From an optimization exercise on the open Yosys and OpenROAD flow, aimed at small area, a short achievable clock period and few clock cycles per item; shortcuts taken in it are not production practice. Where RTL was checked, it was by simulation tests only, not by an equivalence proof against the original. For run 2, only the layout was checked, not whether the RTL still works.

## flow/design.v (module list and top-level ports; edited modules follow where they fit)
// module MCH: 1187 lines
module MCH (
    input               clk,
    input               reset,
    input       [ 7:0]  X,
    input       [ 7:0]  Y,
    output              Done,
    output      [16:0]  area
);
  // ...
==> flow/run.sh <==
#!/bin/bash
# synth_recipe.tcl (not shown) runs the flow's synth.tcl, then flattens the netlist and writes it again
# the make line also repeats each setting of config.mk as NAME=value (left out here)
make -C /OpenROAD-flow-scripts/flow DESIGN_CONFIG=/design/flow/config.mk WORK_HOME=/design/flow/orfs CLKGATE_MAP_FILE= SYNTH_SCRIPT=/design/flow/synth_recipe.tcl finish
==> flow/config.mk <==
export PLATFORM = sky130hd
export DESIGN_NAME = MCH
export DESIGN_NICKNAME = MCH
export VERILOG_FILES = /design/flow/design.v
export SDC_FILE = /design/flow/constraint.sdc
export NUM_CORES = 8
export LEC_CHECK = 0
export CAP_MARGIN = 20
export CORE_MARGIN = 2
export CORE_UTILIZATION = 25
export CTS_CLUSTER_DIAMETER = 100
export CTS_CLUSTER_SIZE = 20
export PLACE_DENSITY = 0.45
export SLEW_MARGIN = 20
==> flow/constraint.sdc <==
create_clock -name core_clock -period 13.0 [get_ports {clk}]
set_input_delay 2.6000 -clock core_clock [delete_from_list [all_inputs] [get_ports {clk}]]
set_output_delay 2.6000 -clock core_clock [all_outputs]
set_load 0.01 [all_outputs]
==> impl_metrics.py, run 1 <==
metrics = {
    "outcome": {
        "status": "complete, no violations",
    },
    "critical_path": {
        "timing.rr.end": "dD[7]",
        "crit-reg2reg-launch": "q0r[8]",
        "path_buf_inv": 1,
        "cp_data_required_time_ns": 13.63,
        "cp_num_cells": 20,
        "crit_path_max_incr_delay_ns": 0.60,
        "crit_path_start_kind": "register",
    },
    "min_path": {
        "hold_path.class": "reg -> reg",
        "hp-start": "d1force",
    },
    "final_layout": {
        "mostFrequentLayoutCells": "854 x nand2_1, 652 x edfxtp_1, 604 x inv_1",
        "final_cell_count_no_fill": 9802,
        "nFillCells": 26630,
        "final_util_pct": 27.39,
        "area_growth_pct": 8.953,
        "layout_commonest_cell": "nand2_1",
    },
    "sta": {
        "worst_pin_slew_ns": 1.203,
        "setup_violations": 0,
        "layout_setup_ws_ns": 7.422,
    },
    "drt": {
        "dr.max_layer_used": "met4",
        "viasPerCell": 5.020,
        "drtIter0Drc": 4807,
    },
    "clock_network": {
        "clock-sinks": 976,
        "htreeDepth": 2,
        "clk_latency_ns": 0.79,
    },
    "yosys": {
        "synth_top_cell_area_share_pct": 30.97,
        "synth_compound_area_share_pct": 14.78,
    },
    "floorplanning": {
        "dieArea_mm2": 0.2569,
        "taps": 3348,
    },
    "placed_design": {
        "routabilityCongestion": 0.9354,
        "dp_hpwl_um": 179200,
    },
    "grt": {
        "first_global_vias": 48660,
        "grt_pass1_wl_um": 344300,
        "use_met2_pct": 29.21,
    },
    "flow_run": {
        "drv_cap": 0,
    },
}
Testbench counts, summed over its fixed seeds: cycles 15,977, hulls 384.
==> run 2: changes to the inputs <==
--- a/flow/design.v
+++ b/flow/design.v
@@ -11,17 +11,21 @@
 reg  [1:0] state;
 reg  [4:0] icnt;
 reg  [2:0] scnt;      
 reg        ph;        
 reg  [7:0] px, py;
 reg        pv;
 reg  [7:0] ex [0:N-1];
 reg  [7:0] ey [0:N-1];
-reg  [N-1:0] val, nNE, nNW, nSE, nSW;
+reg  [N-1:0] nNE, nNW, nSE, nSW;
+wire [4:0]   nins = icnt - {4'd0, pv};
+reg  [N-1:0] val;
+integer vi;
+always @(*) for (vi = 0; vi < N; vi = vi + 1) val[vi] = (vi < nins);
 function [1:0] cmp8;   
     input [7:0] a, b;
     integer k;
     reg l, e;
     begin
         l = 1'b0; e = 1'b1;
         for (k = 7; k >= 0; k = k - 1) begin
             l = l | (e & ~a[k] & b[k]);
@@ -49,27 +53,25 @@
 wire [N-1:0] fSE = nSE & ~(upd &  le_x & ~lt_y);
 wire [N-1:0] fSW = nSW & ~(upd & ~lt_x & ~lt_y);
 wire [N-1:0] kl = val & (lt_x | (eq_x & lt_y));
 wire ins = pv;
 integer i;
 always @(posedge clk) begin
     px <= X;
     py <= Y;
-    if (state == S_READ && icnt == 5'd0) begin
-        val <= {N{1'b0}};
-    end else if (ins) begin
+    if (ins) begin
         for (i = 0; i < N; i = i + 1) begin
             if (kl[i]) begin
                 nNE[i] <= fNE[i]; nNW[i] <= fNW[i]; nSE[i] <= fSE[i]; nSW[i] <= fSW[i];
             end else if (i == 0 || kl[i-1]) begin
-                ex[i] <= px; ey[i] <= py; val[i] <= 1'b1;
+                ex[i] <= px; ey[i] <= py;
                 nNE[i] <= ~dNE_p; nNW[i] <= ~dNW_p; nSE[i] <= ~dSE_p; nSW[i] <= ~dSW_p;
             end else begin
-                ex[i] <= ex[i-1]; ey[i] <= ey[i-1]; val[i] <= val[i-1];
+                ex[i] <= ex[i-1]; ey[i] <= ey[i-1];
                 nNE[i] <= fNE[i-1]; nNW[i] <= fNW[i-1]; nSE[i] <= fSE[i-1]; nSW[i] <= fSW[i-1];
             end
         end
     end else if (pv) begin
         nNE <= fNE; nNW <= fNW; nSE <= fSE; nSW <= fSW;
     end
 end
 function [N-1:0] lowest;   
@@ -85,20 +87,19 @@
     input [N-1:0] m;
     integer k;
     begin
         highest = {N{1'b0}};
         for (k = 0; k < N; k = k + 1)
             if (m[k]) begin highest = {N{1'b0}}; highest[k] = 1'b1; end
     end
 endfunction
-wire [N-1:0] lastv = val & ~{1'b0, val[N-1:1]};
-wire [N-1:0] ends  = {{(N-1){1'b0}}, 1'b1} | lastv;
-wire [N-1:0] relU  = val & (nNE | nNW | ends);
-wire [N-1:0] relD  = val & (nSE | nSW | ends);
+wire [N-1:0] ends  = {1'b1, {(N-2){1'b0}}, 1'b1};
+wire [N-1:0] relU  = nNE | nNW | ends;
+wire [N-1:0] relD  = nSE | nSW | ends;
 reg [7:0] tx0, ty0, sx0, sy0, hx0, hy0, qx0, qy0, nx0, ny0;
 reg [7:0] tx1, ty1, sx1, sy1, hx1, hy1, qx1, qy1, nx1, ny1;
 reg [4:0] tp0, sp0, hp0, qp0, np0;
 reg [4:0] tp1, sp1, hp1, qp1, np1;
 reg       qok0, nok0, first0, rdn0, rdh0;
 reg       qok1, nok1, first1, rdn1, rdh1;
 reg       sv0, hv0, sv1, hv1;      
 wire scan = (state == S_SCAN);
==> flow/flow/run.sh (new file) <==
#!/bin/bash
# Layout flow: the standard flow (standard synthesis, floorplan, placement,
# CTS, routing) unchanged, except that ORFS's timing repair (after CTS and after
# global routing) is asked to leave 9 ns of setup slack instead of 0, so that it
# also speeds up paths that already meet the 13 ns clock. The clock, the I/O
# constraints and everything else are the design's.
set -uo pipefail
cp standard.sh standard_sh.copy.log
export SETUP_SLACK_MARGIN=9
bash standard.sh > standard.log 2>&1
==> flow/standard.sh (new file) <==
#!/bin/bash
# synth_recipe.tcl (not shown) runs the flow's synth.tcl, then flattens the netlist and writes it again
# the make line also repeats each setting of config.mk as NAME=value (left out here)
make -C /OpenROAD-flow-scripts/flow DESIGN_CONFIG=/design/flow/config.mk WORK_HOME=/design/flow/orfs CLKGATE_MAP_FILE= SYNTH_SCRIPT=/design/flow/synth_recipe.tcl "${@:-finish}"
==> flow/config.mk (replaced) <==
export PLATFORM = sky130hd
export DESIGN_NAME = MCH
export DESIGN_NICKNAME = MCH
export VERILOG_FILES = /design/flow/design.v
export SDC_FILE = /design/flow/constraint.sdc
export NUM_CORES = 8
export LEC_CHECK = 0
export CAP_MARGIN = 20
export CORE_MARGIN = 2
export CORE_UTILIZATION = 35
export PLACE_DENSITY = 0.55
export SLEW_MARGIN = 20
removed: flow/run.sh
==> run 2 against run 1 <==
  * Non-clock buffer count increased by 125
  * Cell count is 8.8% lower
  * Wire length decreased by 1.3%
  * Worst hold slack worse by 0.051 ns
  * Largest cell class unchanged
  * Still clean
  * Synthesized cell count shrank 2.3%
  * Register-to-register slack better by 1.2 ns
  * Clock-buffer cell count grew 66
  * Sequential share of layout area fell by 2.5 points
  * Cell area up 6.0%
==> impl_metrics.py, run 2 <==
metrics = {
    "min_path": {
        "hold_path.class": "reg -> reg",
        "min_to": "s2force",
        "hp-start": "d1force",
        "hold_depth": 0,
    },
    "critical_path": {
        "path_buf_inv": 3,
        "r2r_slack_ns": 8.63,
        "cp.arrival_ns": 5.06,
        "crit_path_max_incr_delay_ns": 0.58,
        "crit_path_start_kind": "register",
        "crit_family": "adder cells",
        "cp_max_fo": 4,
        "crit_type": "reg -> reg",
        "crit_path_frequent_cell": "fa_1",
        "end_kind": "register",
        "timing.rr.end": "acc[14]",
        "cp_num_cells": 16,
        "r2r_cells": 16,
        "cp_data_required_time_ns": 13.70,
        "crit-reg2reg-launch": "acc[2]",
        "crit_slowest_cell": "fa_1",
        "path_cells": "fa_1, inv_1, fa_1, inv_2, fa_1, ha_4, a21o_1, a221oi_4, a31oi_2, a41o_1, nor4_4, buf_4, nor3_2, xor2_1, mux2i_1, a211oi_1",
    },
    "yosys": {
        "syn_area_per_cell_um2": 9.854,
        "netlist_instances": 6436,
        "synth_top_area_cell": "edfxtp_1",
        "synth_warnings": 8,
        "synthFlopType": "edfxtp_1",
        "synth_common_cells": "652 x edfxtp_1, 608 x inv_1, 599 x nand2_1",
        "async_reset_ff_share_pct": 1.674,
        "ys_seq_area_share_pct": 40.59,
        "netlist_area_mm2": 0.06342,
        "yosysMostFrequentCell": "edfxtp_1",
        "syn_nets": 6852,
        "synth_area_leaders": "edfxtp_1 31%, dfxtp_1 9.1%, fa_1 6.9%",
        "ys_ff_latch": 956,
        "ys_types": 103,
        "synth_top_cell_area_share_pct": 30.87,
        "synth_edf_count": 652,
    },
    "grt": {
        "grt-ovfl-total": 0,
        "grt.total_usage_pct": 24.31,
        "grt_pass1_wl_um": 333000,
        "grt_max_degree": 118,
        "first_global_vias": 49050,
        "antenna_found_initial": 8,
    },
    "drt": {
        "drt_pass1_iterations": 6,
        "vias": 50740,
        "viasPerCell": 5.678,
        "antenna_left": 0,
        "drc_errors": 0,
        "drtIter0Drc": 5492,
        "post_drt_wl_per_cell_um": 26.23,
        "wl_um": 234400,
    },
    "final_layout": {
        "final_cell_area_mm2": 0.07298,
        "largestRegisters": "ex x160, ey x160",
        "drive_above_1_share_pct": 15.68,
        "nFillCells": 17610,
        "layout_commonest_cell": "edfxtp_1",
        "area_growth_pct": 15.07,
        "mostFrequentLayoutCells": "652 x edfxtp_1, 602 x inv_1, 595 x nand2_1",
        "nNetsFinal": 6878,
        "final_util_pct": 40.46,
    },
    "floorplanning": {
        "ios": 36,
        "die_w_um": 429.7,
        "core_area_mm2": 0.1804,
        "dieArea_mm2": 0.1846,
        "start_util_pct": 35.16,
        "die_h_um": 429.7,
        "num_rows": 156,
    },
    "sta": {
        "rsz0062_at_grt": "yes",
        "worst_pin_slew_ns": 1.144,
        "setup_tns_ns": 0,
        "slew_violations": 0,
        "clock.fmax_ghz": 0.2291,
        "layout_setup_ws_ns": 8.634,
        "final_hold_viol_count": 0,
        "setup_violations": 0,
        "skew_ns": 0.1033,
        "post-route-min-period_ns": 4.366,
        "post-route-period-util_pct": 33.58,
        "max-slew-margin-rel_pct": 22.73,
    },
    "outcome": {
        "status": "complete, no violations",
    },
    "placed_design": {
        "place_area_mm2": 0.06602,
        "routabilityCongestion": 1.020,
        "dp_hpwl_um": 170100,
        "place_ws_ns": 7.937,
        "io_buffers": 35,
    },
    "clock_network": {
        "clk_latency_ns": 0.79,
        "cts_max_path_buffers": 3,
        "htreeDepth": 3,
        "cts_inserted_buffers": 114,
        "cts_root_buf": "clkbuf_16",
        "clkTransAtPathRegs_ns": 0.06,
        "clock-sinks": 956,
        "cts_tree": "yes",
    },
    "flow_run": {
        "drv_cap": 0,
    },
}
-- run 2: cell count changes in the layout (fill, tap and decap cells not counted), sizes merged, moves of 37 or more --
cell,previous run,this run
xnor2,186,223
xor2,145,94
nand2b,109,158
mux2,76,184
buf,112,248
nand2,854,601
mux2i,127,83
clkbuf,95,167
-- run 2: cells by family after synthesis --
group	share of synthesized area [%]
buffers and inverters	6.242
AO/OA/AOI/OAI	14.38
XOR/XNOR	4.378
adder cells (fa/ha/maj)	12.13
flip-flops	40.59
AND/OR/NAND/NOR	15.86
multiplexers	6.424
-- run 2: worst max path at each step --
stage / startpoint / endpoint
floorplan: acc[2] / acc[16]
global placement: pv / nNW[17]
detailed placement: pv / nNW[17]
CTS: acc[1] / acc[16]
global route: acc[2] / acc[16]
finish: acc[2] / acc[14]
-- run 2: metal layers --
layer	GRT usage (%)	share of wire (%)	vias to the layer above
li1	-	-	22920
met1	31.21	40	25340
met2	40.05	47	2005
met3	3.904	7.0	470
met4	11.33	5.5	6
met5	0	0.033	-
-- run 2: what timing repair did --
| action | in CTS | in global routing |
|---|---|---|
| hold endpoints to repair | 0 | 0 |
| hold buffers | 0 | 0 |
| pin swaps | 54 | 125 |
| gates cloned | 7 | 8 |
| setup endpoints to repair | 631 | 276 |
| resized for setup | 272 | 217 |
| buffers inserted | 48 | 82 |
-- run 2: area by class of cell --
class                   instances  area [um2]  area share [%]
repair buffers                272        2658           3.642
clock buffers                 161        3279           4.494
diodes                          5       12.51         0.01714
well taps                    2370        2965           4.063
inverters                     614        2321           3.180
flip-flops and latches        956       25890           35.48
clock inverters                54       611.8          0.8384
multi-input cells            4504       35240           48.29
-- run 2: through the flow --
stage                     std cells  hold slack, ns
final                          8936          0.2901
after global routing           8934          0.2958
after CTS                      8841          0.2891
after detailed placement       8571          0.3386
after global placement         8571          0.3178
after floorplan                6436          0.3096

-- what the ideal ports hide --
Ports are ideal in the flow. The routed layouts listed here were re-timed in OpenROAD.
Step 1 (the two cells are an assumption about what drives the block):
set clk [get_ports {clk}]
set_driving_cell -lib_cell sky130_fd_sc_hd__clkbuf_16 $clk
set_driving_cell -lib_cell sky130_fd_sc_hd__buf_2 [delete_from_list [all_inputs] $clk]
Step 2 moves the port delays by t, midway between the first and last clock arrival at a register: inputs arrive t later, outputs are due t later. That takes back most of the time a late clock gives input paths.
Three values: ideal, step 1, step 2; two values: the first two.
run	shift t [ns]	setup slack, ns	latest minus earliest clock arrival (ns)	worst slew at a driven data input, ns	cell pins on the clock port's net
run 1	0.818	7.422 / 7.422 / 7.422	0.107 / 0.106	0.12	1
run 2	0.826	8.634 / 8.634 / 8.634	0.103 / 0.103	0.04	1
After both steps every run listed still meets setup and hold.
